From an optimization exercise on the open Yosys and OpenROAD flow, aimed at small area; shortcuts taken in it are not production practice.
At most, simulation tests tie the RTL to the original design; equivalence was not proved.
Function not checked in run 1: the RTL went through the layout flow alone.
The flow treats the clock pin as an ideal source, which a real chip does not have.
Power is estimated from default activity; no workload was simulated.

`design/flow/constraint.sdc`:
```
create_clock -name core_clock -period 10.0 [get_ports {clk}]
set_input_delay 2.0000 -clock core_clock [delete_from_list [all_inputs] [get_ports {clk}]]
set_output_delay 2.0000 -clock core_clock [all_outputs]
set_load 0.01 [all_outputs]
```
`design/flow/flow/run.sh`:
```
#!/bin/bash
# Own layout flow: the standard flow (the standard synthesis unchanged),
# with minimum-size port buffers, logic cells downsized before the placement
# repair, and a clock tree of clkbuf_4 (no dummy loads) in which only the
# buffers whose loads would see too slow a clock edge are made larger.
set -euo pipefail
here=$(pwd)
export BUFFER_PORTS_ARGS="-buffer_cell sky130_fd_sc_hd__buf_1"
export CTS_ARGS="-sink_clustering_enable -repair_clock_nets -buf_list sky130_fd_sc_hd__clkbuf_4 -dont_use_dummy_load"
export PRE_RESIZE_TCL="$here/flow/downsize.tcl"
export POST_CTS_TCL="$here/flow/clkfix.tcl"
export POST_FLOORPLAN_TCL="$here/flow/restructure.tcl"
bash standard.sh synth > "$here/synth.log" 2>&1
bash standard.sh > "$here/layout.log" 2>&1
```
`design/flow/standard.sh`:
```
#!/bin/bash
# synth_recipe.tcl (not shown) runs the flow's synth.tcl, then flattens the netlist and writes it again
# the make line also repeats each setting of config.mk as NAME=value (left out here)
make -C /OpenROAD-flow-scripts/flow DESIGN_CONFIG=/design/flow/config.mk WORK_HOME=/design/flow/orfs CLKGATE_MAP_FILE= SYNTH_SCRIPT=/design/flow/synth_recipe.tcl "${@:-finish}"
```
`design/flow/flow/restructure.tcl`:
```
# After the floorplan: resynthesize the combinational logic between the
# registers for area with ABC (the registers themselves are not touched).
# ABC maps to a copy of the liberty file without the platform's don't-use
# cells.
set lib [lindex $::env(LIB_FILES) 0]
set wd [file join $::env(OBJECTS_DIR) restructure]
file mkdir $wd
set flib [file join $wd abc_cells.lib]
puts [exec python3 [file join [file dirname [info script]] filter_lib.py] $lib $flib {*}$::env(DONT_USE_CELLS)]
proc core_area {} {
  set a 0
  foreach inst [[ord::get_db_block] getInsts] {
    set m [$inst getMaster]
    if { [$m getType] eq "CORE" } { set a [expr { $a + [$m getWidth] * [$m getHeight] / 1e6 }] }
  }
  return $a
}
remove_buffers
puts "restructure: cell area before [core_area]"
restructure -liberty_file $flib -target area \
  -tiehi_port {sky130_fd_sc_hd__conb_1 HI} -tielo_port {sky130_fd_sc_hd__conb_1 LO} \
  -work_dir $wd -abc_logfile [file join $wd abc.log]
puts "restructure: cell area after [core_area]"
foreach inst [[ord::get_db_block] getInsts] {
  if { [lsearch -exact $::env(DONT_USE_CELLS) [[$inst getMaster] getName]] >= 0 } {
    error "restructure: don't-use cell [[$inst getMaster] getName] in the netlist"
  }
}
```
`design/flow/flow/clkfix.tcl`:
```
# After clock tree synthesis with clkbuf_4: give each clock buffer that
# drives a flip-flop clock pin with a slew above the target the next larger
# clkbuf, until none does, then legalize the placement again.
set target 0.110
set block [ord::get_db_block]
for {set iter 0} {$iter < 6} {incr iter} {
  estimate_parasitics -placement
  set changed 0
  foreach inst [$block getInsts] {
    set m [[$inst getMaster] getName]
    if { ![string match "sky130_fd_sc_hd__clkbuf_*" $m] } { continue }
    set onet [[$inst findITerm X] getNet]
    if { $onet eq "NULL" } { continue }
    set worst 0
    foreach it [$onet getITerms] {
      if { [$it getInst] eq $inst || [[$it getMTerm] getName] ne "CLK" } { continue }
      set p [get_pins -quiet "[[$it getInst] getName]/[[$it getMTerm] getName]"]
      if { $p eq "" } { continue }
      set s [get_property $p slew_max]
      if { $s > $worst } { set worst $s }
    }
    if { $worst > $target } {
      set next ""
      switch -- $m {
        sky130_fd_sc_hd__clkbuf_1 { set next sky130_fd_sc_hd__clkbuf_2 }
        sky130_fd_sc_hd__clkbuf_2 { set next sky130_fd_sc_hd__clkbuf_4 }
        sky130_fd_sc_hd__clkbuf_4 { set next sky130_fd_sc_hd__clkbuf_8 }
        sky130_fd_sc_hd__clkbuf_8 { set next sky130_fd_sc_hd__clkbuf_16 }
      }
      if { $next ne "" } { replace_cell [$inst getName] $next; incr changed }
    }
  }
  puts "clkfix: pass $iter, $changed clock buffers upsized"
  if { $changed == 0 } { break }
}
detailed_placement
check_placement -verbose
estimate_parasitics -placement
```
`design/flow/config.mk`:
```
export PLATFORM = sky130hd
export DESIGN_NAME = TOP_image_and_mouse
export DESIGN_NICKNAME = TOP_image_and_mouse
export VERILOG_FILES = /design/flow/design.v
export SDC_FILE = /design/flow/constraint.sdc
export NUM_CORES = 4
export LEC_CHECK = 0
export CAP_MARGIN = 0
export CORE_MARGIN = 2
export CORE_UTILIZATION = 40
export SLEW_MARGIN = 0
```
`design/flow/flow/filter_lib.py`:
```
#!/usr/bin/env python3
"""Copy a liberty file without the cells named on the command line (fnmatch
patterns), so that ABC in restructure cannot map to the platform's don't-use
cells.  usage: filter_lib.py IN OUT PATTERN..."""
import fnmatch
import re
import sys

src, dst, pats = sys.argv[1], sys.argv[2], sys.argv[3:]
text = open(src).read()
out = []
pos = 0
cell_re = re.compile(r'\n\s*cell\s*\(\s*"?([A-Za-z0-9_]+)"?\s*\)\s*\{')
dropped = 0
while True:
    m = cell_re.search(text, pos)
    if not m:
        out.append(text[pos:])
        break
    # find the end of this cell group by brace matching
    depth = 0
    i = m.end() - 1
    while True:
        c = text[i]
        if c == '{':
            depth += 1
        elif c == '}':
            depth -= 1
            if depth == 0:
                break
        i += 1
    name = m.group(1)
    out.append(text[pos:m.start()])
    if any(fnmatch.fnmatch(name, p) for p in pats):
        dropped += 1
    else:
        out.append(text[m.start():i + 1])
    pos = i + 1
open(dst, 'w').write(''.join(out))
print(f"filter_lib: dropped {dropped} cells")
```
`design/flow/flow/downsize.tcl`:
```
# Before the placement repair: give every logic cell the smallest drive
# strength of its function; repair_design then fixes any slew, capacitance
# or fanout violation this causes.
set db [ord::get_db]
set block [ord::get_db_block]
set dont_use $::env(DONT_USE_CELLS)
set n 0
foreach inst [$block getInsts] {
  set m [$inst getMaster]
  if { [$m getType] ne "CORE" } { continue }
  set name [$m getName]
  if { ![regexp {^(sky130_fd_sc_hd__[a-z0-9]+)_([0-9]+)$} $name -> base ds] } { continue }
  set best $name
  set barea [expr { [$m getWidth] * [$m getHeight] }]
  foreach d {0 1 2 4 6 8 12 16} {
    set cand "${base}_$d"
    if { $cand eq $name || [lsearch -exact $dont_use $cand] >= 0 } { continue }
    set cm [$db findMaster $cand]
    if { $cm eq "NULL" } { continue }
    set a [expr { [$cm getWidth] * [$cm getHeight] }]
    if { $a < $barea } { set best $cand; set barea $a }
  }
  if { $best ne $name } {
    replace_cell [$inst getName] $best
    incr n
  }
}
puts "downsize: $n cells downsized"
```
`design/flow/design.v`:
```
`timescale 1ns / 1ps
module TOP_image_and_mouse(
    input clk, reset_p,
    input data,
    input data_clk,
    input RsRx,
    input [0:0] sw,
    output Hsync, Vsync,
    output [3:0] V2M_Red, V2M_Green, V2M_Blue,
    output fb_we,
    output [16:0] fb_waddr,
    output [11:0] fb_wdata,
    output [16:0] fb_raddr,
    input  [11:0] fb_rdata);
    reg [1:0] pc;
    reg [9:0] hc, vc;
    wire tick = (pc == 2'd3);
    always @(posedge clk or posedge reset_p)
        if (reset_p) {hc, pc} <= {10'd800, 2'd2};
        else if (tick && hc == 10'd802) {hc, pc} <= {10'd2, 2'd0};
        else {hc, pc} <= {hc, pc} + 12'd1;
    wire vtick = (pc == 2'd1) && (hc == 10'd658);
    always @(posedge clk or posedge reset_p)
        if (reset_p) vc <= 10'd523;
        else if (vtick) vc <= (vc == 10'd524) ? 10'd0 : vc + 10'd1;
    wire h_on = (hc < 10'd642);
    wire v_on = (vc < 10'd480);
    wire disp = h_on && v_on;
    assign Hsync = !((hc >= 10'd658) && (hc <= 10'd753));
    assign Vsync = !((vc == 10'd491) || (vc == 10'd492));
    assign fb_raddr = {(v_on ? vc[8:1] : 8'd0), (h_on ? hc[9:1] : 9'd1)};
    wire px0 = h_on & hc[0];
    reg [11:0] last;
    reg [11:0] ntemp;     
    always @(posedge clk or posedge reset_p)
        if (reset_p) last <= 12'd0;
        else if (tick && sw[0] && px0) last <= fb_rdata;
    wire [12:0] bc;
    wire [11:0] bs;
    genvar i;
    generate for (i = 0; i < 12; i = i + 1) begin : g_bl
        wire ci = (i % 4 == 0) ? 1'b0 : bc[i];
        assign bs[i] = last[i] ^ fb_rdata[i] ^ ci;
        assign bc[i+1] = (last[i] & fb_rdata[i]) | (last[i] & ci) | (fb_rdata[i] & ci);
    end endgenerate
    wire [11:0] blend = {bc[12], bs[11:9], bc[8], bs[7:5], bc[4], bs[3:1]};
    always @(posedge clk)
        if (tick) ntemp <= ~((sw[0] && !px0) ? blend : fb_rdata);
    reg mc1;
    always @(posedge clk or posedge reset_p)
        if (reset_p) mc1 <= 1'b0;
        else mc1 <= data_clk;
    wire mpre = mc1 & ~data_clk;
    reg [5:0] mcnt;
    always @(posedge clk or posedge reset_p)
        if (reset_p) mcnt <= 6'd0;
        else if (mcnt == 6'd44) mcnt <= 6'd45;
        else if (mcnt == 6'd45) mcnt <= mpre ? 6'd47 : 6'd46;
        else if (mcnt[5:1] == 5'b10111) mcnt <= (mpre | mcnt[0]) ? 6'd49 : 6'd48;
        else if (mcnt[5:1] == 5'b11000) mcnt <= {4'd0, mcnt[0] & mpre, mcnt[0] ^ mpre};
        else if (mpre) mcnt <= mcnt + 6'd1;
    wire f2 = (mcnt[5:1] == 5'b11000);
    reg [3:0] fl;         
    reg [7:0] mx, my;     
    wire cap_fl = mpre && (mcnt >= 6'd5)  && (mcnt <= 6'd8);
    wire cap_x  = mpre && (mcnt >= 6'd12) && (mcnt <= 6'd19);
    wire cap_y  = mpre && (mcnt >= 6'd23) && (mcnt <= 6'd30);
    wire jx0 = (mcnt == 6'd12), jx7 = (mcnt == 6'd19);
    wire jy0 = (mcnt == 6'd23), jy7 = (mcnt == 6'd30);
    wire bx = fl[2] ? (jx0 ? 1'b0 : jx7 ? fl[0] : ~fl[0]) : ~data;
    wire by = fl[3] ? (jy0 ? 1'b1 : jy7 ? ~fl[1] : fl[1]) : data;
    always @(posedge clk) begin
        if (cap_fl) fl <= {data, fl[3:1]};
        if (cap_x)  mx <= {bx, mx[7:1]};
        if (cap_y)  my <= {by, my[7:1]};
    end
    reg [12:0] ncx;
    reg [11:0] ncy;
    wire [7:0] gx = mx | {8{~f2}}, gy = my & {8{f2}};
    wire [13:0] xa = {1'b1, ncx}, xb = {{6{gx[7]}}, gx};
    wire [12:0] ya = {1'b1, ncy}, yb = {{5{gy[7]}}, gy};
    wire [14:0] xc;
    wire [13:0] nx;
    wire [13:0] yc;
    wire [12:0] ny;         
    assign xc[0] = 1'b1;
    assign yc[0] = 1'b0;
    generate for (i = 0; i < 14; i = i + 1) begin : g_mx
        assign nx[i] = xa[i] ^ xb[i] ^ xc[i];
        assign xc[i+1] = (xa[i] & xb[i]) | (xa[i] & xc[i]) | (xb[i] & xc[i]);
    end endgenerate
    generate for (i = 0; i < 13; i = i + 1) begin : g_my
        assign ny[i] = ya[i] ^ yb[i] ^ yc[i];
        assign yc[i+1] = (ya[i] & yb[i]) | (ya[i] & yc[i]) | (yb[i] & yc[i]);
    end endgenerate
    always @(posedge clk or posedge reset_p)
        if (reset_p) begin ncx <= 13'h1fff; ncy <= 12'hfff; end
        else begin
            if (!nx[13]) ncx <= 13'h1fff;
            else if (!nx[12] & (!nx[11] | !nx[10])) ncx <= {~10'd639, nx[2:0]};
            else ncx <= nx[12:0];
            if (!ny[12]) ncy <= 12'hfff;
            else if (ny[11:8] == 4'd0) ncy <= {~9'd479, ny[2:0]};
            else ncy <= ny[11:0];
        end
    wire [9:0] nvx = ncx[12:3];           
    wire [9:0] nvy = {1'b1, ncy[11:3]};   
    wire [10:0] dxc, dyc;
    wire [9:0] dx, dy;
    assign dxc[0] = 1'b0;
    assign dyc[0] = 1'b1;
    generate for (i = 0; i < 10; i = i + 1) begin : g_cur
        assign dx[i] = hc[i] ^ nvx[i] ^ dxc[i];
        assign dxc[i+1] = (hc[i] & nvx[i]) | (hc[i] & dxc[i]) | (nvx[i] & dxc[i]);
        assign dy[i] = vc[i] ^ nvy[i] ^ dyc[i];
        assign dyc[i+1] = (vc[i] & nvy[i]) | (vc[i] & dyc[i]) | (nvy[i] & dyc[i]);
    end endgenerate
    wire cur = (dx[9:3] == 7'd0) && (dx[2:0] != 3'd0) &&
               (dy[9:3] == 7'd0) && (dy[2:0] != 3'd7);
    reg [11:0] rgb;
    always @(posedge clk or posedge reset_p)
        if (reset_p) rgb <= 12'd0;
        else if (!disp) rgb <= 12'd0;
        else rgb <= cur ? 12'hf00 : ~ntemp;
    assign {V2M_Red, V2M_Green, V2M_Blue} = rgb;
    reg rxd;
    wire upre = rxd & ~RsRx;    
    reg run;
    reg [3:0] ph;
    reg [9:0] baud;
    reg [1:0] bcnt;
    wire bwrap = (baud == 10'b0110011001);        
    wire bmid  = (baud == 10'b1000000101);        
    wire [9:0] bnext = {baud[8:0], ~(baud[9] ^ baud[6])};
    always @(posedge clk or posedge reset_p)
        if (reset_p) begin
            rxd <= 1'b0; run <= 1'b0; ph <= 4'd15; baud <= 10'd0; bcnt <= 2'd0;
        end
        else begin
            rxd <= RsRx;
            if (ph == 4'd8) begin
                baud <= 10'b0000000001;
                ph <= 4'd9;
                run <= upre;
                bcnt <= bcnt + 2'd1;
            end
            else if (!ph[3]) begin
                if (bwrap) begin baud <= 10'b0000000011; ph <= ph + 4'd1; end
                else baud <= bnext;
            end
            else begin
                if (ph != 4'd15) ph <= ph + 4'd1;
                if (run) begin
                    if (bwrap) begin baud <= 10'b0000000011; ph <= 4'd0; end
                    else baud <= bnext;
                end
                else if (upre) run <= 1'b1;
            end
        end
    reg [31:0] sh;        
    always @(posedge clk)
        if (!ph[3] && bmid) sh <= {RsRx, sh[31:1]};
    wire x_ok = !sh[9] && !(sh[8] && (sh[7] || sh[6]));
    wire y_ok = !sh[19] && !sh[18] && !(&sh[17:14]);
    assign fb_we    = (ph == 4'd14) && (bcnt == 2'd0) && x_ok && y_ok;
    assign fb_waddr = {sh[17:10], sh[8:0]};
    assign fb_wdata = sh[31:20];
endmodule
```
==> results of run 1 <==
[worst paths after layout]
kind / from / endpoint / slack (ps) / depth (start not counted)
min in group asynchronous: reset_p / baud[5] / 1420 / 2
setup / recovery: mcnt[4] / ncx[0] / 3070 / 26
max in group asynchronous: reset_p / hc[5] / 7410 / 4
hold reg to reg: ntemp[2] / rgb[2] / 400 / 1
hold / removal: ntemp[2] / rgb[2] / 400 / 1
setup reg to reg: mcnt[4] / ncx[0] / 3070 / 26
[stage by stage]
stage	util (%)	hold WS (ps)	setup WS, ps
2_1_floorplan	-	379	3540
6_report	41.8	398	3070
3_3_place_gp	40.8	386	3490
5_1_grt	41.8	408	1810
3_5_place_dp	40.9	388	3160
[synthesized netlist by cell type, types with 3 or more instances]
cell	count
edfxtp_1	64
nand3b_1	4
nand4_1	10
clkbuf_1	17
ha_1	18
nor3_1	15
nand3_1	15
o21ai_0	19
nand2b_1	18
mux2i_1	13
a22o_1	11
xnor2_1	11
nor2b_1	5
nor4_1	6
dfrtp_1	59
a21oi_1	18
nand2_1	46
and4_1	5
nor2_1	36
xor2_1	13
and2_1	14
and3_1	13
nor4bb_1	3
inv_1	66
fa_1	48
buf_4	31
dfstp_2	37
mux2_2	14
[state kept, by name (all words and copies together), names as in the netlist, 6 cells and up]
signal  cells
sh         32
ncx        13
last       12
ncy        12
ntemp      12
rgb        12
baud       10
hc         10
vc         10
mx          8
my          8
mcnt        6
[worst max-delay path, delay by kind of cell, from the launching register on]
family                 cells  cell delay, ps
DFF                        1             440
and+or+nand+nor           11            3550
AOI/OAI and AO/OA         12            2210
buffers and inverters      3             640
[layer usage]
metal | track usage [%] | routed length [um] | share of wire [%]
met5 | 0 | 0 | 0
met4 | 4.48 | 174 | 1.1
met2 | 23.4 | 7100 | 44
met3 | 4.36 | 819 | 5.1
met1 | 21.8 | 7970 | 50
[layout make-up]
cell class,count,area [um^2],area share [%]
diodes,1,2.50,0.0295
well taps,270,338,3.98
multi-input cells,529,2830,33.3
repair buffers,83,347,4.08
inverters,111,417,4.91
flip-flops and latches,160,4370,51.5
clock buffers,17,183,2.15
[cell usage in the layout (no fill, tap or decap), types with 7 or more instances in the layout]
| master | instances |
|---|---|
| o21a_1 | 16 |
| o22a_1 | 7 |
| nand4_1 | 7 |
| a2bb2oi_1 | 10 |
| a21oi_1 | 47 |
| o22ai_1 | 41 |
| o21ai_0 | 94 |
| dfstp_2 | 37 |
| clkinv_1 | 110 |
| nand3_1 | 16 |
| or2_0 | 9 |
| nand2_1 | 56 |
| nor2b_1 | 12 |
| buf_1 | 79 |
| nor3_1 | 25 |
| clkbuf_4 | 10 |
| nor4_1 | 12 |
| edfxtp_1 | 64 |
| a211oi_1 | 10 |
| dfrtp_1 | 59 |
| nor2_1 | 113 |
[power groups by stage]
stage	Combinational (W)	Sequential (W)	Clock (W)
final	0.000291	0.000794	0.000309
after global routing	0.000340	0.000803	0.000353
after detailed placement	0.000286	0.000806	0
after global placement	0.000280	0.000806	0
after floorplan	0.000218	0.000823	0
[kinds of logic (layout without fill, tap and decap cells)]
kind of cell / after synthesis / count (layout) / share of synthesized area (%)
buffers and inverters: 117 / 211 / 6.80
muxes: 27 / 0 / 3.46
and+or+nand+nor: 207 / 261 / 13.7
adders and majority gates: 66 / 0 / 14.3
AOI/OAI and AO/OA: 80 / 264 / 6.77
xor gates and xnor gates: 24 / 4 / 2.53
other: 0 / 1 / 0
DFF: 160 / 160 / 52.5
==> reports/summary.md, run 1 <==
The run finished with no timing, DRC or antenna violations. During I/O placement, the number of pins put on the boundary was 79. The cell type contributing the most total cell area after synthesis is edfxtp_1. The initial cell density of the core was 41.0%; the switching power of the nets was 0.000430 W. Timing would allow up to 144 MHz.

For this run, the post-layout net count is 920. The combinational power share was 20.9%; the cell area reported after detailed placement was 0.00830 mm^2. In the routed design, unresolved DRC markers number 0. The tools report the critical path endpoint category as a flip-flop. The tools report the count of warnings emitted by yosys as 1. For the worst setup path, the data required time is 10460 ps.

The run gives 65 as the unique cell type count in the Yosys netlist. The total power is 0.00139 W, and the site row count is 52. For this run, the total global-route usage over all layers was measured as 15.5%. The total of buffers placed on input and output ports is 78.

Clock-pin slew was measured on the worst setup and hold paths at 90 ps. Summed over all layers, the global routing overflow is 0. Synthesis produced 681 cells. The number of nets handed over by synthesis was 765. Floorplan die area: 0.0220 mm^2. The min-delay analysis places its worst path in the category reg2reg. Setup repair after global routing left no endpoint under its margin. Once layout is done, the placed cells without fillers occupy 0.00849 mm^2. Flip-flop and latch count after synthesis: 160. The classification of the worst setup path is reg2reg. The cell repeated most along the worst path was o21ai_0.

Maximum number of pins on one net before global-route repair: 33. In the final routed layout, each cell accounts on average for 13.7 um. For the worst relative slew slack, the log shows 31.8%.

The detail route stage leaves a number of antenna-violating nets equal to 0. The logs give 2032 for the number of fill cells and 0 for the reported max-cap violation count. Top cell type's share of synthesized area: 23.1%.

For this design the static power due to leakage is 2.95 nW. The width of the die was 148 um; the power density over the cells was 164 mW/mm^2. The global-route wire length before repair came out at 27200 um. The first detailed-routing pass took 5 iterations. The run gives 0 as the count of pins over their slew limit. The fraction of power spent switching nets came out at 30.8%.

The tools report the number of global-route vias before repair as 5537. Counting flops with a built-in enable in the synthesized netlist gives 64. TritonCTS built the clock tree. The cell count after placement was 1153. At the pin with the least slew margin, the transition time is 1010 ps. Along the worst path, the maximum fanout reaches 25. The worst path uses 69.3% of the clock period. Among all stages on the critical path, the largest delay is contributed by nor4_1. The post-synthesis async set-or-reset flop share was 60.0%.

Yosys attributes the largest share of cell area to edfxtp_1 23%, dfrtp_1 18%, dfstp_2 12%, fa_1 12%, inv_1 3.0%. After floorplanning, the core was sized to cover 0.0203 mm^2. For this run, the register share of the synthesized area comes to 52.5%. Excluding fillers, the count of instances in the completed layout stands at 1171.

The clock share of power is 22.2%, and the clock period minus worst slack is 6930 ps. Summing every instance area after synthesis gives 0.00832 mm^2. The logs give 12000 um for the post-detailed-placement half-perimeter wirelength and 160 for the sink count of the clock tree.

The tools report the signal arrival time at the worst endpoint as 7390 ps. For this run, the leading register cell type out of synthesis is edfxtp_1. The startpoint type of the worst setup path was a flip-flop. For the initial antenna violation count, the log shows 1.

The clock reaches the later pin of the worst-skew pair after 550 ps. Using the TritonRoute via totals, the vias-per-cell ratio works out to 5.06. Each instance of the synthesized netlist takes up on average 12.2 um^2.

The logs give 5923 for the total vias in the final route and 0.917 for the last weighted congestion value of the routability-driven placer. VDD sags by at most 0.0969 mV. The tools report the part of the power in registers as 56.9%. In this design, the stage delay of the slowest critical-path cell is 790 ps. The synthesis-to-finish area growth was 1.98%; the sum of negative setup slack was 0 ps. The final number of setup-violating endpoints is 0.

The internal portion of the total power is 0.000964 W. The height of the die was 148 um. The first routing iteration left 264 violations.

Cells with a size suffix above 1 make up 6.56% of the layout. The final-report hold violation count is 0, and the final routed wirelength across all metal layers is 16100 um. The clock arrives with 30.7 ps of skew.
==> inputs of run 2 (changes only) <==
--- a/design/flow/design.v
+++ b/design/flow/design.v
@@ -46,20 +46,20 @@
     wire [11:0] blend = {bc[12], bs[11:9], bc[8], bs[7:5], bc[4], bs[3:1]};
     always @(posedge clk)
         if (tick) ntemp <= ~((sw[0] && !px0) ? blend : fb_rdata);
-    reg mc1;
+    reg mc1, mc2;
     always @(posedge clk or posedge reset_p)
-        if (reset_p) mc1 <= 1'b0;
-        else mc1 <= data_clk;
-    wire mpre = mc1 & ~data_clk;
+        if (reset_p) begin mc1 <= 1'b0; mc2 <= 1'b0; end
+        else begin mc1 <= data_clk; mc2 <= mc1; end
+    wire mnedge = mc2 & ~mc1;           
+    wire mpre   = mc1 & ~data_clk;      
     reg [5:0] mcnt;
     always @(posedge clk or posedge reset_p)
         if (reset_p) mcnt <= 6'd0;
         else if (mcnt == 6'd44) mcnt <= 6'd45;
-        else if (mcnt == 6'd45) mcnt <= mpre ? 6'd47 : 6'd46;
-        else if (mcnt[5:1] == 5'b10111) mcnt <= (mpre | mcnt[0]) ? 6'd49 : 6'd48;
-        else if (mcnt[5:1] == 5'b11000) mcnt <= {4'd0, mcnt[0] & mpre, mcnt[0] ^ mpre};
-        else if (mpre) mcnt <= mcnt + 6'd1;
-    wire f2 = (mcnt[5:1] == 5'b11000);
+        else if (mcnt == 6'd45) mcnt <= mnedge ? 6'd47 : 6'd46;
+        else if (mcnt[5:1] == 5'b10111) mcnt <= (mnedge | mcnt[0]) ? 6'd1 : 6'd0;
+        else if (mnedge) mcnt <= mcnt + 6'd1;
+    wire f2 = (mcnt[5:1] == 5'b10111);
     reg [3:0] fl;         
     reg [7:0] mx, my;     
     wire cap_fl = mpre && (mcnt >= 6'd5)  && (mcnt <= 6'd8);
==> run 2 against run 1 <==
Effect of this change:
- largest power group unchanged
- core utilization fell by 0.28 points
- first-iteration DRC count rose by 46%
- combinational power barely moved
- routed wire length fell by 0.96%
- critical endpoint is now ncx[9]
- global-route usage fell by 0.33 points
- largest cell class unchanged
- via count rose by 2.0%
- worst hold slack improved by 1.4 ps
- highest routed layer unchanged
- sequential share of layout area rose by 0.48 points
- clock power fell by 5%
- final cell count barely moved
==> reports/summary.md, run 2 <==
The flow ran to the end and the layout has no timing, DRC or antenna violations. The setup slack on the worst flop-to-flop path is 1910 ps (was 3070 ps). The net count of the mapped netlist is 758 (was 765), and the gate count of the mapped netlist is 676 (was 681).

The fraction of layout instances using a drive strength above 1 came out at 6.45% (was 6.56%). The total of buffers placed on input and output ports was 78 (unchanged). The tools report the worst-case vdd ir drop as 0.0634 mV (was 0.0969 mV).

For the number of fill cells, the log shows 1993 (was 2032). Largest register by flop count: sh (unchanged). Post-synth top cells: 70 x inv_1, 64 x edfxtp_1, 60 x dfrtp_1 (was 66 x inv_1, 64 x edfxtp_1, 59 x dfrtp_1). The global-route layer with the greatest usage is met2 (unchanged). The sink count of the clock tree was 161 (was 160).

The global-route wire length before repair is 26600 um (was 27200 um). The classification of the worst setup path was reg2reg (unchanged). The met1 routing resource usage after global routing is 21.2% (was 21.8%), and the post-detailed-placement half-perimeter wirelength is 11900 um (was 12000 um).

The final-report hold violation count was 0 (unchanged); the width of the die was 148 um (about the same). For the maximum number of pins on one net before global-route repair, the log shows 40 (was 33). The initial antenna violation count was 1 (unchanged); the clock share of power was 20.7% (was 22.2%).

Insertion delay to the later sink of the worst-skew pair: 560 ps (was 550 ps). The prevailing post-synth register cell is edfxtp_1 (unchanged). The via-per-instance ratio is 5.17 (was 5.06). The most frequent standard cell in the layout excluding fill and tap cells is clkinv_1 (was nor2_1). The run gives 0.000431 W (was 0.000430 W) as the switching power of the nets. The maximum operating frequency was 124 MHz (was 144 MHz); the longest individual stage delay on the worst path was 670 ps (was 790 ps). The final antenna-violating net count was 0 (unchanged).

The share of the clock period used by the worst path is 80.9% (was 69.3%), and the clock period minus worst slack is 8090 ps (was 6930 ps). The synthesis-to-finish area growth was 1.41% (was 1.98%); the worst setup slack before clock tree synthesis was 1970 ps (was 3160 ps). The number of global-route vias before repair came out at 5564 (was 5537). The height of the die was 148 um (about the same); the share of synthesized area occupied by flip-flops and latches was 52.7% (was 52.5%). Number of search-and-repair iterations in the first detailed-routing pass: 5 (unchanged). The worst relative slew slack was 22.7% (was 31.8%). For the met2 usage, the log shows 22.5% (was 23.4%). The total non-filler cell area in the finished layout is 0.00846 mm^2 (was 0.00849 mm^2). The cell type contributing the most total cell area after synthesis is edfxtp_1 (unchanged). The post-synthesis async set-or-reset flop share works out to 60.2% (was 60.0%). The final routed wirelength across all metal layers was 15900 um (was 16100 um).

The logs give 30.9 ps (was 30.7 ps) for the clock skew after layout and 8540 ps (was 7390 ps) for the signal arrival time at the worst endpoint. The final number of setup-violating endpoints was 0 (unchanged). The startpoint of the tightest hold check path is mc1 (was ntemp[2]). The cell repeated most along the worst path was o21ai_0 (unchanged). The sum of negative setup slack is 0 ps (unchanged), and the static leakage is 2.93 nW (was 2.95 nW). Register clock-pin slew on the reported worst setup and hold paths: 90 ps (about the same). The global routing usage on met3 is 4.05% (was 4.36%), and the cell area reported after detailed placement is 0.00829 mm^2 (was 0.00830 mm^2).

The top cell type's share of synthesized area was 23.0% (was 23.1%). The launch point of the worst path was mcnt[3] (was mcnt[4]). Fraction of power spent switching nets: 30.2% (was 30.8%).

The number of design rule violations left after detail routing was 0 (unchanged); the mean instance size in the synthesized netlist was 12.3 um^2 (was 12.2 um^2). The tools report the core box area as 0.0204 mm^2 (was 0.0203 mm^2). The number of nets in the finished design was 919 (was 920); the detailed-route wire length per cell was 13.6 um (was 13.7 um). The slowest stage cell on the critical path is a21boi_0 (was nor4_1). Number of synthesized flops with an enable pin: 64 (unchanged).

TritonCTS built the clock tree. The logs give 0.0220 mm^2 (about the same) for the floorplan die area and 10450 ps (was 10460 ps) for the required time of the worst setup path. The combinational power share is 20.6% (was 20.9%), and the total vias in the final route is 6044 (was 5923). The run gives 0.849 (was 0.917) as the last weighted congestion value of the routability-driven placer.

Cell with the most instances after synthesis: inv_1 (unchanged). The worst flop-to-flop path endpoint is ncx[9] (was ncx[0]). The number of top-level pins came out at 79 (unchanged). The flip-flop and latch count after synthesis works out to 161 (was 160).

The number of cell instances on the worst register-to-register path works out to 32 (was 26). The power density over the cells is 169 mW/mm^2 (was 164 mW/mm^2), and the unique cell type count in the Yosys netlist is 69 (was 65). Setup repair after global routing left no endpoint under its margin. The tools report the critical register-to-register path startpoint as mcnt[3] (was mcnt[4]). The mapped cell area came out at 0.00834 mm^2 (was 0.00832 mm^2).

Commonest non-fill, non-tap cells in the layout: 126 x clkinv_1, 109 x nor2_1, 92 x o21ai_0 (was 113 x nor2_1, 110 x clkinv_1, 94 x o21ai_0). For the part of the power in registers, the log shows 58.6% (was 56.9%). Cell internal power dissipation: 0.000994 W (was 0.000964 W). Cell types with the largest area share after synthesis: edfxtp_1 23%, dfrtp_1 18%, dfstp_2 12%, fa_1 12%, inv_1 3.2% (was edfxtp_1 23%, dfrtp_1 18%, dfstp_2 12%, fa_1 12%, inv_1 3.0%). The highest net fanout along the worst path came out at 26 (was 25).

The tools report the aggregate global-route resource usage as 15.1% (was 15.5%). For the reported max-cap violation count, the log shows 0 (unchanged). The run gives 52 (unchanged) as the site row count. The run gives 40.9% (was 41.0%) as the initial cell density of the core.

The worst hold path class was reg2reg (unchanged). The number of flip-flops under the largest register name came out at 32 (unchanged). Largest registers ranked by flip-flop count: sh (32), ncx (13) (unchanged). The pin slew with the least headroom to its limit works out to 1160 ps (was 1010 ps). For the count of warnings emitted by yosys, the log shows 1 (unchanged). The end point of the worst hold path was mc2 (was rgb[2]).

The tools report the worst setup margin as 1910 ps (was 3070 ps). The critical path endpoint category was a flip-flop (unchanged). The cell depth of the worst min-delay path was 0 (was 1). The count of pins over their slew limit came out at 0 (unchanged). The remaining global-route overflow is 0 (unchanged), and the detailed router's first-iteration violation count is 386 (was 264). The startpoint type of the worst setup path is a flip-flop (unchanged).
-- run 2: changes by cell type after synthesis, sizes merged, moves of 4 or more --
cell	previous run	this run
nand4	10	15
xor2	13	8
clkbuf	17	12
nand3	15	24
or3	3	7
and4	5	1
nor2	36	26
inv	66	70
nor3	15	19
buf	34	38
nand2b	18	10
-- run 2: final cells by class --
type	instances	area (um^2)	share of cell area, %
Multi-Input combinational cell	512	2750	32.5
Inverter	127	477	5.64
Sequential cell	161	4400	52.0
Timing Repair Buffer	82	327	3.86
Clock buffer	17	165	1.95
Antenna cell	1	2.50	0.0296
Tap cell	270	338	3.99
-- run 2: worst max path at each step --
stage	endpoint	cells after the start
2_1_floorplan	ncx[11]	22
3_3_place_gp	ncx[6]	32
3_5_place_dp	ncx[9]	32
5_1_grt	ncx[9]	32
6_report	ncx[9]	32
-- run 2: power by group through the flow --
stage,combinational (W),clock [W],sequential (W)
after global routing,0.000339,0.000339,0.000847
after detailed placement,0.000293,0,0.000849
final,0.000294,0.000295,0.000836
after floorplan,0.000246,0,0.000843
after global placement,0.000290,0,0.000847
-- run 2: routing by layer --
layer / vias to the layer above / wire [um]
li1: 3087 / -
met1: 2803 / 7900
met2: 135 / 6870
met3: 19 / 848
met4: 0 / 285
met5: - / 0
-- run 2: kinds of logic (layout without fill, tap and decap cells) --
group           count (synthesis)  in the layout  share of synthesized area (%)
compound gates                 69            259                           5.84
xor+xnor                       21              3                           2.21
fa+ha+maj                      64              0                           13.9
buf+inv                       120            226                           7.20
flops                         161            161                           52.7
mux                            28              0                           3.77
other cells                     0              1                              0
simple gates                  213            250                           14.4
-- run 2: metrics by stage --
step	total power [W]	hold WS (ps)	std cells	util (%)
6_report	0.00143	400	1170	41.5
5_1_grt	0.00152	415	1170	41.5
3_5_place_dp	0.00114	370	1152	40.7
3_3_place_gp	0.00114	366	1151	40.7
2_1_floorplan	0.00109	375	676	-
-- run 2: critical path, delay by kind of cell (launching register included) --
kind            cells  cell delay, ps
compound gates     15            3450
simple gates       11            2770
buf+inv             6            1360
flops               1             420

[what the ideal ports hide]
How much do the figures lean on ideal ports? The routed layouts below were timed once more, with nothing changed but the port constraints. Step 1, drivers: a clkbuf_16 drives clk and a buf_2 each remaining input, both assumed. Step 2 also shifts input and output timing later by t, the mid clock arrival at the registers, as if the neighbouring blocks saw the same clock. Slacks: ideal ports / drivers / drivers and shift; pairs: ideal ports / drivers.
run	t, ns	setup WS [ns]	worst hold slack (ns)	worst setup path after step 2	cell pins on the clock port's net
run 1	0.579	3.075 / 3.075 / 3.075	0.398 / 0.398 / 0.398	register to register	1
run 2	0.583	1.909 / 1.909 / 1.909	0.400 / 0.400 / 0.400	register to register	1
After both steps every run listed still meets setup and hold.
